Source: an optimization exercise on an open RTL-to-GDS flow (aim: small area). Production flows keep margins and buffers that such runs may drop.
Function was not checked in any run shown here: the RTL went through the layout flow alone.
No activity file was given, so power comes from the tool's default toggle rates.

$ cat design/flow/config.mk
export PLATFORM = sky130hd
export DESIGN_NAME = cpu16
export DESIGN_NICKNAME = cpu16
export VERILOG_FILES = /design/flow/design.v
export SDC_FILE = /design/flow/constraint.sdc
export NUM_CORES = 4
export LEC_CHECK = 0
export CAP_MARGIN = 20
export CORE_MARGIN = 2
export CORE_UTILIZATION = 40
export SLEW_MARGIN = 20
export SYNTH_HIERARCHICAL = 1
$ cat design/flow/constraint.sdc
create_clock -name core_clock -period 15.0 [get_ports {clk}]
set_input_delay 3.0000 -clock core_clock [delete_from_list [all_inputs] [get_ports {clk}]]
set_output_delay 3.0000 -clock core_clock [all_outputs]
set_load 0.01 [all_outputs]
$ cat design/flow/design.v
module g_a22o(input a1, a2, b1, b2, output y);
	assign y = (a1 & a2) | (b1 & b2);
endmodule
module g_a222oi(input a1, a2, b1, b2, c1, c2, output y);
	assign y = ~((a1 & a2) | (b1 & b2) | (c1 & c2));
endmodule
module g_nand2(input a, b, output y);
	assign y = ~(a & b);
endmodule
module g_and3(input a, b, c, output y);
	assign y = a & b & c;
endmodule
module g_nand4(input a, b, c, d, output y);
	assign y = ~(a & b & c & d);
endmodule
module rdbit(input [15:0] d, input [15:0] s, output y);
	wire l0, l1, l2, l3, l4, l5, t;
	g_a222oi u0(d[0], s[0], d[1], s[1], d[2], s[2], l0);
	g_a222oi u1(d[3], s[3], d[4], s[4], d[5], s[5], l1);
	g_a222oi u2(d[6], s[6], d[7], s[7], d[8], s[8], l2);
	g_a222oi u3(d[9], s[9], d[10], s[10], d[11], s[11], l3);
	g_a222oi u4(d[12], s[12], d[13], s[13], d[14], s[14], l4);
	g_nand2 u5(d[15], s[15], l5);
	g_and3 u6(l0, l1, l2, t);
	g_nand4 u7(t, l3, l4, l5, y);
endmodule
module dec16(input [3:0] a, input en, output [15:0] y);
	assign y = en ? (16'b1 << a) : 16'b0;
endmodule
module fadd(input a, b, ci, output s, co);
	assign s = a ^ b ^ ci;
	assign co = (a & b) | (a & ci) | (b & ci);
endmodule
module shl16(input [15:0] a, input [3:0] n, output [15:0] y);
	assign y = a << n;
endmodule
module resbit(input sum, a, b, shl, shr, es, ca, cx, sl, sr, output y);
	assign y = (sum & es) | (a & b & ca) | ((a ^ b) & cx) | (shl & sl) | (shr & sr);
endmodule
module ctrl(
	input [4:0] op,
	input [3:0] x,
	input [3:0] y,
	input cf,
	input rst,
	output wr, ena, enb, immb, binv, cin, es, ca, cx, shl_op, shr_op,
	output cf_upd, cf_x0, jump
	);
	wire op_ins  = op == 5'b00000;
	wire op_des  = op == 5'b00001;
	wire op_and  = op == 5'b01000;
	wire op_or   = op == 5'b01001;
	wire op_xor  = op == 5'b01010;
	wire op_sll  = op == 5'b01011 || op == 5'b01101;
	wire op_srl  = op == 5'b01100 || op == 5'b01110;
	wire op_add  = op == 5'b10000 || op == 5'b10100;
	wire op_addc = op == 5'b10001;
	wire op_sub  = op == 5'b10010 || op == 5'b10101;
	wire op_subc = op == 5'b10011;
	wire op_addi2 = op == 5'b10110;
	wire op_mov  = op == 5'b00110;
	wire iform  = op == 5'b10100 || op == 5'b10101 || op == 5'b00110;
	wire iiform = op == 5'b10110 || op == 5'b10111 || op == 5'b00101;
	wire xnz = |x;
	wire ynz = |y;
	assign immb = (iform & ynz) | (iiform & (xnz | ynz));
	assign wr = (op_ins | op_des | op_and | op_or | op_xor | op_sll | op_srl |
	             op_add | op_addc | op_sub | op_subc | op_mov) & ~rst;
	assign ena = ~op_mov;
	assign enb = ~(immb | op_ins | op_des);
	assign binv = op_des | op_sub | op_subc;
	assign cin = op_ins | op_sub | (op_addc & cf) | (op_subc & ~cf);
	assign es = op_ins | op_des | op_add | op_addc | op_sub | op_subc | op_mov;
	assign ca = op_and | op_or;
	assign cx = op_xor | op_or;
	assign shl_op = op_sll;
	assign shr_op = op_srl;
	assign cf_upd = op_add | op_addi2;
	assign cf_x0 = op_addi2 & xnz;
	assign jump = op == 5'b00101;
endmodule
module cpu16(
	input clk,
	input rst,
	input [15:0] instr,
	output [7:0] pc,
	output wb_en,
	output [3:0] wb_addr,
	output [15:0] wb_data
    );
	wire [4:0] op = instr[15:11];
	wire [3:0] x = instr[7:4];
	wire [3:0] y = instr[3:0];
	reg [255:0] rf;
	reg [7:0] pc_q;
	reg cf;
	wire wr, ena, enb, immb, binv, cin, es, ca, cx, shl_op, shr_op;
	wire cf_upd, cf_x0, jump;
	ctrl u_ctrl(.op(op), .x(x), .y(y), .cf(cf), .rst(rst),
		.wr(wr), .ena(ena), .enb(enb), .immb(immb), .binv(binv), .cin(cin),
		.es(es), .ca(ca), .cx(cx), .shl_op(shl_op), .shr_op(shr_op),
		.cf_upd(cf_upd), .cf_x0(cf_x0), .jump(jump));
	wire [15:0] sa, sb, sw;
	dec16 u_deca(.a(x), .en(ena), .y(sa));
	dec16 u_decb(.a(y), .en(enb), .y(sb));
	dec16 u_decw(.a(x), .en(wr), .y(sw));
	wire [15:0] a, rb;
	genvar i, j;
	generate
		for (i = 0; i < 16; i = i + 1) begin : rd
			wire [15:0] col;
			for (j = 0; j < 16; j = j + 1) begin : c
				assign col[j] = rf[16*j + i];
			end
			rdbit ua(.d(col), .s(sa), .y(a[i]));
			rdbit ub(.d(col), .s(sb), .y(rb[i]));
		end
	endgenerate
	wire [15:0] b = {rb[15:4], rb[3:0] | (y & {4{immb}})};
	wire [15:0] bx = b ^ {16{binv}};
	wire [16:0] c;
	wire [15:0] sum;
	assign c[0] = cin;
	generate
		for (i = 0; i < 16; i = i + 1) begin : add
			fadd u(.a(a[i]), .b(bx[i]), .ci(c[i]), .s(sum[i]), .co(c[i+1]));
		end
	endgenerate
	wire big = |b[15:4];
	wire [15:0] arev;
	wire [15:0] shin, sh;
	generate
		for (i = 0; i < 16; i = i + 1) begin : rv
			assign arev[i] = a[15-i];
		end
	endgenerate
	assign shin = shr_op ? arev : a;
	shl16 u_shl(.a(shin), .n(b[3:0]), .y(sh));
	wire sl = shl_op & ~big;
	wire sr = shr_op & ~big;
	wire [15:0] result;
	generate
		for (i = 0; i < 16; i = i + 1) begin : res
			resbit u(.sum(sum[i]), .a(a[i]), .b(b[i]), .shl(sh[i]), .shr(sh[15-i]),
				.es(es), .ca(ca), .cx(cx), .sl(sl), .sr(sr), .y(result[i]));
		end
	endgenerate
	wire [255:0] rf_d;
	generate
		for (j = 0; j < 16; j = j + 1) begin : wrow
			wire nw = ~sw[j];
			for (i = 0; i < 16; i = i + 1) begin : wb
				g_a22o u(.a1(sw[j]), .a2(result[i]), .b1(nw), .b2(rf[16*j + i]), .y(rf_d[16*j + i]));
			end
		end
	endgenerate
	always @(posedge clk)
		rf <= rf_d;
	always @(posedge clk) begin
		if (rst)
			pc_q <= 8'b0;
		else if (jump)
			pc_q <= {(|x) ? x : a[3:0], b[3:0]};
		else
			pc_q <= pc_q + 8'd1;
	end
	always @(posedge clk) begin
		if (rst)
			cf <= 1'b0;
		else if (cf_upd)
			cf <= c[16] & ~cf_x0;
	end
	assign wb_en = wr;
	assign wb_addr = x;
	assign wb_data = result;
	assign pc = pc_q;
endmodule
$ cat design/flow/run.sh
#!/bin/bash
# synth_recipe.tcl (not shown) runs the flow's synth.tcl, then flattens the netlist and writes it again
# the make line also repeats each setting of config.mk as NAME=value (left out here)
make -C /OpenROAD-flow-scripts/flow DESIGN_CONFIG=/design/flow/config.mk WORK_HOME=/design/flow/orfs CLKGATE_MAP_FILE= SYNTH_SCRIPT=/design/flow/synth_recipe.tcl finish
==> reports/results.ini, run 1 <==
[status]
outcome=timing/DRC/antenna clean

[cts]
h-tree-depth=1
clock_latency_ns=0.57
cts_root_buffer=clkbuf_16
cts_max_path_buffers=3
cts.sinks=265
numCtsBuffers=28
cts_tree=yes
cts.clk_slew.worst_paths_ns=0.07

[route]
drt_pre_antenna_iters=13
drc=0
ant_nets=0
drt-initial-drc-count=2479
routed_via_density=7.16
wirelength_mm=50.8
vias=12751
routedWlPerCell_um=28.5

[pwr]
switchingPower_mw=0.484
intPower_mw=1.22
clkPwrFrac_pct=38.7
combinationalPowerShare_pct=15.1
swShare_pct=28.4
power_density_nw_per_um2=109
ir_worst_vdd_v=0.000101
power_frac_seq_pct=46.2
p_leak_nw=5.98

[global_routing]
track_usage_pct=29.6
grt_pass1_vias=11997
antenna_found_initial=0
grt_max_degree=26
grt_pass1_wl_mm=75.6
overflow=0

[placed_design]
hpwl_mm=33.3
place.gp.congestion=0.892
portBuffers=43
dp_cells=1728
dpl_cell_area_um2=14700

[timing]
finalClockSkew_ns=0.0256
worst_slew_pin_slew_ns=0.997
period_share_pct=98.7
max_freq_ghz=0.0675
finalHoldViolations=0
finalSetupViolCount=0
rsz0062_at_grt=false
whs_ns=0.488
finalMaxSlewViolations=0
layout_min_cycle_time_ns=14.81
max_slew_margin_pct=33.3

[logic_synthesis]
synth-edff-count=0
synthFlopType=dfxtp_1
syn_area_um2=12700
synthCells=1167
synth_seq_cells=265
avgSynthCellArea_um2=10.9
synthArstFlopShare_pct=0
seq_area_frac_synth_pct=41.6
synth_area_leaders=dfxtp_1, a22o_1, a222oi_1
synth_nets=1218
yosysUniqueCellTypes=51
ys_warn_count=7
yosysTopAreaCell=dfxtp_1
synth_top_area_share_pct=41.6

[worst_setup_path]
arrival_ns=11.81
crit_path_frequent_cell=fa_2
endpoint_kind=output port
required_ns=12.00
start_kind=primary input
rrSetupSlack_ns=6.58
cp_max_fo=4
slowest_delay_ns=0.45
critPathKind=in2out
cp_slowest_cell=or3b_4

[floorplan]
io_pins=47
die_x_um=183
core_area_um2=31500
dieArea_um2=33300
initial_utilization_pct=40.5
rows=65
die_h_um=183

[layout]
drive_gt1_share_pct=19.9
n_antenna_cell=0
fillers=2804
post_layout_nonfiller_instances=1782
layout-area-overhead-vs-synth_pct=22.9
seq_area_um2=5310
final_area_um2=15700
multiInputGateArea_um2=7360
final_nets=1413

[flow_run]
maxCapViolations=0

[min_path]
hp-class=reg2reg

## registers in the layout, indices dropped and copies added (netlist names)
signal  flops
cf          1
pc_q        8
rf        256
## power groups by stage
stage | logic [mW] | registers, mW | clock network, mW
CTS | 0.249 | 0.786 | 0.667
finish | 0.257 | 0.788 | 0.660
global placement | 0.243 | 0.800 | 0
global route | 0.273 | 0.793 | 0.696
floorplan | 0.145 | 0.792 | 0
detailed placement | 0.246 | 0.801 | 0
## metrics by stage
| stage | setup slack, ns | util, % | power (mW) | setup TNS [ns] |
|---|---|---|---|---|
| floorplan | 0.0418 | - | 0.937 | 0 |
| global placement | -0.968 | 46.6 | 1.04 | -1.73 |
| CTS | 0.00247 | 49.5 | 1.70 | 0 |
| finish | 0.190 | 49.8 | 1.71 | 0 |
| detailed placement | -1.16 | 46.6 | 1.05 | -2.16 |
| global route | 0.00408 | 49.8 | 1.76 | 0 |
## cells in the mapped netlist, types with 5 or more instances
| library cell | number |
|---|---|
| a22oi_1 | 18 |
| and3_1 | 34 |
| nand2b_1 | 12 |
| ha_1 | 17 |
| nand3b_1 | 8 |
| nor2b_1 | 5 |
| nand4_1 | 33 |
| xor2_1 | 18 |
| a22o_1 | 256 |
| dfxtp_1 | 265 |
| o21ai_0 | 7 |
| nor2_1 | 52 |
| a211oi_1 | 6 |
| nor3_1 | 17 |
| fa_1 | 16 |
| buf_4 | 5 |
| a21oi_1 | 14 |
| mux2_2 | 18 |
| buf_2 | 13 |
| inv_1 | 23 |
| nor4_1 | 7 |
| mux2i_1 | 21 |
| mux4_2 | 10 |
| nand3_1 | 6 |
| a222oi_1 | 176 |
| nand2_1 | 60 |
## cell type report
class	count	share of cell area (%)
inverters	24	0.575
clock inverters	11	0.567
clock buffers	37	4.94
repair buffers	189	9.89
multi-input cells	854	47.0
flip-flops and latches	265	33.9
well taps	402	3.21
## metal layers
layer	up-vias	routed length, µm	track usage, %
li1	5477	-	-
met1	6254	20900	41.3
met2	905	21900	44.9
met3	115	5580	4.59
met4	0	2420	13.8
met5	-	0	0
## path summary, 6_finish.rpt
kind                            startpoint          end  cells past startpoint
worst max-delay path              instr[7]  wb_data[15]                     31
worst min-delay path                    cf           cf                      2
worst max register to register      rf[96]      rf[223]                     25
worst min register to register          cf           cf                      2
## modules after synthesis, one instance, submodules excluded, a selection
module | flip-flops and latches | times used
cpu16 | 265 | 1
ctrl | 0 | 1
dec16 | 0 | 3
fadd | 0 | 16
g_a222oi | 0 | 160
g_a22o | 0 | 256
g_and3 | 0 | 32
g_nand2 | 0 | 32
g_nand4 | 0 | 32
resbit | 0 | 16
shl16 | 0 | 1
## critical path, delay by kind of cell
| family | cells | cell delay (ns) |
|---|---|---|
| and+or+nand+nor | 6 | 1.42 |
| xor gates and xnor gates | 1 | 0.14 |
| buffers and inverters | 2 | 0.47 |
| adders and majority gates | 16 | 5.75 |
| AOI/OAI and AO/OA | 6 | 1.02 |
## timing repair
item | CTS | global route
pin swaps | 7 | 13
resized for setup | 26 | 21
hold buffers | 0 | 0
setup endpoints to repair | 3 | 2
setup buffers | 2 | 3
## cells by family (layout without fill, tap and decap cells)
group | after synthesis | after routing | share of synthesized area (%)
AND/OR/NAND/NOR | 260 | 260 | 11.1
multiplexers | 52 | 52 | 5.54
buffers and inverters | 48 | 261 | 1.81
flip-flops | 265 | 265 | 41.6
XOR/XNOR | 22 | 22 | 1.51
AO/OA/AOI/OAI | 487 | 487 | 34.3
adder cells (fa/ha/maj) | 33 | 33 | 4.18
## cell usage in the layout (no fill, tap or decap), types with 28 or more instances in the layout
cell	n
nand2_1	60
nor2_1	47
clkbuf_16	28
buf_4	144
and3_1	34
dfxtp_1	265
clkdlybuf4s50_1	29
nand4_1	33
a22o_1	256
a222oi_1	176
==> run 2, diff against run 1 <==
--- a/design/flow/config.mk
+++ b/design/flow/config.mk
@@ -8,5 +8,6 @@
 export CAP_MARGIN = 20
 export CORE_MARGIN = 2
-export CORE_UTILIZATION = 40
+export CORE_UTILIZATION = 70
+export PLACE_DENSITY = 0.8
 export SLEW_MARGIN = 20
 export SYNTH_HIERARCHICAL = 1
==> reports/results.ini, run 2 <==
[status]
outcome=timing/DRC/antenna clean

[cts]
cts_max_path_buffers=3
cts.clk_slew.worst_paths_ns=0.07
cts.sinks=265
clock_latency_ns=0.54
h-tree-depth=1
cts_root_buffer=clkbuf_16
cts-hold-fix-buffers=0
numCtsBuffers=26
cts_tree=yes

[logic_synthesis]
synth_most_common_cell=dfxtp_1
synth_area_leaders=dfxtp_1, a22o_1, a222oi_1
yosysUniqueCellTypes=51
avgSynthCellArea_um2=10.9
synthArstFlopShare_pct=0
synth-edff-count=0
synth_common_cells=dfxtp_1, a22o_1, a222oi_1
synth_top_family_by_area=compound AO/OA/AOI/OAI gates
ys_warn_count=7
synthSimpleGateAreaFrac_pct=11.1
synth_seq_cells=265
synthAdderAreaFrac_pct=4.18
synthCells=1167
synthFlopType=dfxtp_1
yosysTopAreaCell=dfxtp_1
synth_compound_area_share_pct=34.3
seq_area_frac_synth_pct=41.6
synth_top_area_share_pct=41.6
synthXorXnorAreaFrac_pct=1.51
syn_area_um2=12700
synthMuxAreaShare_pct=5.54
synth_nets=1218

[timing]
finalClockSkew_ns=0.0102
max_freq_ghz=0.0678
finalMaxSlewViolations=0
rsz0062_at_grt=false
finalHoldViolations=0
max_slew_margin_pct=24.9
finalSetupViolCount=0
worst_slew_pin_slew_ns=1.13
layout_min_cycle_time_ns=14.75
period_share_pct=98.3
setup_ws_ns=0.254

[floorplan]
initial_utilization_pct=71.2
die_h_um=139
dieArea_um2=19300
rows=49
io_pins=47
die_x_um=139
core_area_um2=17900

[route]
ant_nets=0
vias=13465
drt-initial-drc-count=3189
drc=0
drt_pre_antenna_iters=15
routed_via_density=8.48
routedWlPerCell_um=31.3
wirelength_mm=49.7

[worst_setup_path]
arrival_ns=11.75
path_buf_inv=5
cp_slowest_cell=a222oi_1
slowest_delay_ns=0.48
reg2reg_depth=27
cp_top_family=adder cells
crit_cells=33
cp_max_fo=3
required_ns=12.00
start_kind=primary input
critPathKind=in2out
crit_path_frequent_cell=fa_2
endpoint_kind=output port

[global_routing]
grt_pass1_wl_mm=73.9
overflow=0
track_usage_pct=48.8
grt_pass1_vias=12714
antenna_found_initial=1
grt_max_degree=26

[layout]
layout-area-overhead-vs-synth_pct=19.8
drive_gt1_share_pct=18.4
top_register=rf
n_antenna_cell=0
final_nets=1389
largest_registers=rf: 256 flops, pc_q: 8 flops, cf: 1 flops
final_common_cell=dfxtp_1
largest_register_ffs=256
final_cell_mix=dfxtp_1, a22o_1, a222oi_1, buf_4, nand2_1

[pwr]
power_density_nw_per_um2=113
p_total_mw=1.73
ir_worst_vdd_v=0.000129
p_leak_nw=5.83

[flow_run]
maxCapViolations=0

[placed_design]
place.gp.congestion=0.937
portBuffers=43
place_ws_ns=-0.959
hpwl_mm=30.4

[min_path]
min_path_cells=2
hp-class=reg2reg

==> run 2: layout make-up <==
| type | count | area, µm² |
|---|---|---|
| clock inverters | 12 | 166 |
| multi-input cells | 854 | 7340 |
| flip-flops and latches | 265 | 5310 |
| well taps | 229 | 287 |
| fillers | 982 | 2640 |
| clock buffers | 36 | 738 |
| inverters | 24 | 90.1 |
| repair buffers | 167 | 1340 |
==> run 2: worst paths after layout <==
kind	slack [ns]	endpoint	startpoint
worst max-delay path	0.25	wb_data[15]	instr[12]
worst min-delay path	0.50	cf	cf
worst max register to register	6.47	rf[159]	rf[48]
worst min register to register	0.50	cf	cf
==> run 2: modules after synthesis, one instance, submodules excluded, a selection <==
module    flops+latches  cell area, µm²  cells  times used
dec16                 0             120     23           3
ctrl                  0             313     48           1
shl16                 0             759     79           1
g_a222oi              0            10.0      1         160
g_and3                0            6.26      1          32
g_a22o                0            8.76      1         256
fadd                  0            20.0      1          16
g_nand2               0            3.75      1          32
==> run 2: cell families (layout without fill, tap and decap cells) <==
group	count (synthesis)	count (layout)
buffers and inverters	48	239
muxes	52	52
AOI/OAI and AO/OA	487	487
adders and majority gates	33	33
and+or+nand+nor	260	260
xor gates and xnor gates	22	22
DFF	265	265
==> run 2: per-stage QoR <==
step | cells | util [%] | setup TNS (ns) | hold slack [ns] | area, µm²
6_report | 1587 | 85.3 | 0 | 0.500 | 15300
5_1_grt | 1587 | 85.3 | 0 | 0.508 | 15300
4_1_cts | 1585 | 85.2 | 0 | 0.498 | 15300
3_5_place_dp | 1525 | 79.3 | -1.71 | 0.480 | 14200
3_3_place_gp | 1525 | 79.3 | -1.23 | 0.475 | 14200
2_1_floorplan | 1167 | - | 0 | 0.459 | 12800
==> run 2: power breakdown <==
group / leakage, nW / internal, mW / switching, mW
combinational: 3.24 / 0.105 / 0.152
sequential: 2.14 / 0.750 / 0.0410
clock: 0.444 / 0.399 / 0.284
total: 5.83 / 1.25 / 0.477
==> run 2: layer usage <==
metal | part of all wire [%] | vias to the layer above | global-route usage [%]
met4 | 7.7 | 2 | 28.9
li1 | - | 5436 | -
met1 | 34 | 6327 | 64.0
met5 | 0.032 | - | 0
met2 | 42 | 1419 | 72.8
met3 | 16 | 281 | 13.0
==> run 2: worst reg2reg max path: stages, from the launching register on <==
cell and delay, ns:
dfxtp_1 0.33, a222oi_1 0.36, and3_1 0.22, nand4_1 0.11
a21oi_2 0.24, xnor2_2 0.11, fa_2 0.36, fa_2 0.35
fa_2 0.35, fa_2 0.38, fa_2 0.36, fa_2 0.37
fa_2 0.36, fa_2 0.35, fa_2 0.36, fa_2 0.36
fa_2 0.35, fa_2 0.36, fa_2 0.37, fa_2 0.36
fa_2 0.34, fa_1 0.44, a222oi_1 0.38, nand2_1 0.12
buf_6 0.16, buf_4 0.15, buf_4 0.19, a22o_1 0.24
==> run 2: timing repair <==
item                                    CTS  global route
endpoints found under the setup margin    3             3
resized for setup                        51             6
setup buffers                            12             2
cloned                                    0             0
pin swaps                                27            20

-- afterwards: timing with drivers on the ports --
Ports are ideal in the flow. The routed layouts listed here were re-timed in OpenROAD. Step 1 (the two cells are an assumption about what drives the block):
set clk [get_ports {clk}]
set_driving_cell -lib_cell sky130_fd_sc_hd__clkbuf_16 $clk
set_driving_cell -lib_cell sky130_fd_sc_hd__buf_2 [delete_from_list [all_inputs] $clk]
Step 2 moves the port delays by t, midway between the first and last clock arrival at a register: inputs arrive t later, outputs are due t later. That takes back most of the time a late clock gives input paths. Three values: ideal, step 1, step 2; two values: the first two.
run	t (ns)	setup WS [ns]	worst register clock-pin slew, ns	worst data-port slew with drivers (ns)
run 1	0.613	0.190 / 0.167 / 0.167	0.07 / 0.07	0.04
run 2	0.589	0.254 / 0.226 / 0.226	0.07 / 0.07	0.05
After both steps every run listed still meets setup and hold. For run 2, which loses most, drivers alone change the setup slack by -0.028 ns; drivers and shift together by -0.028 ns.
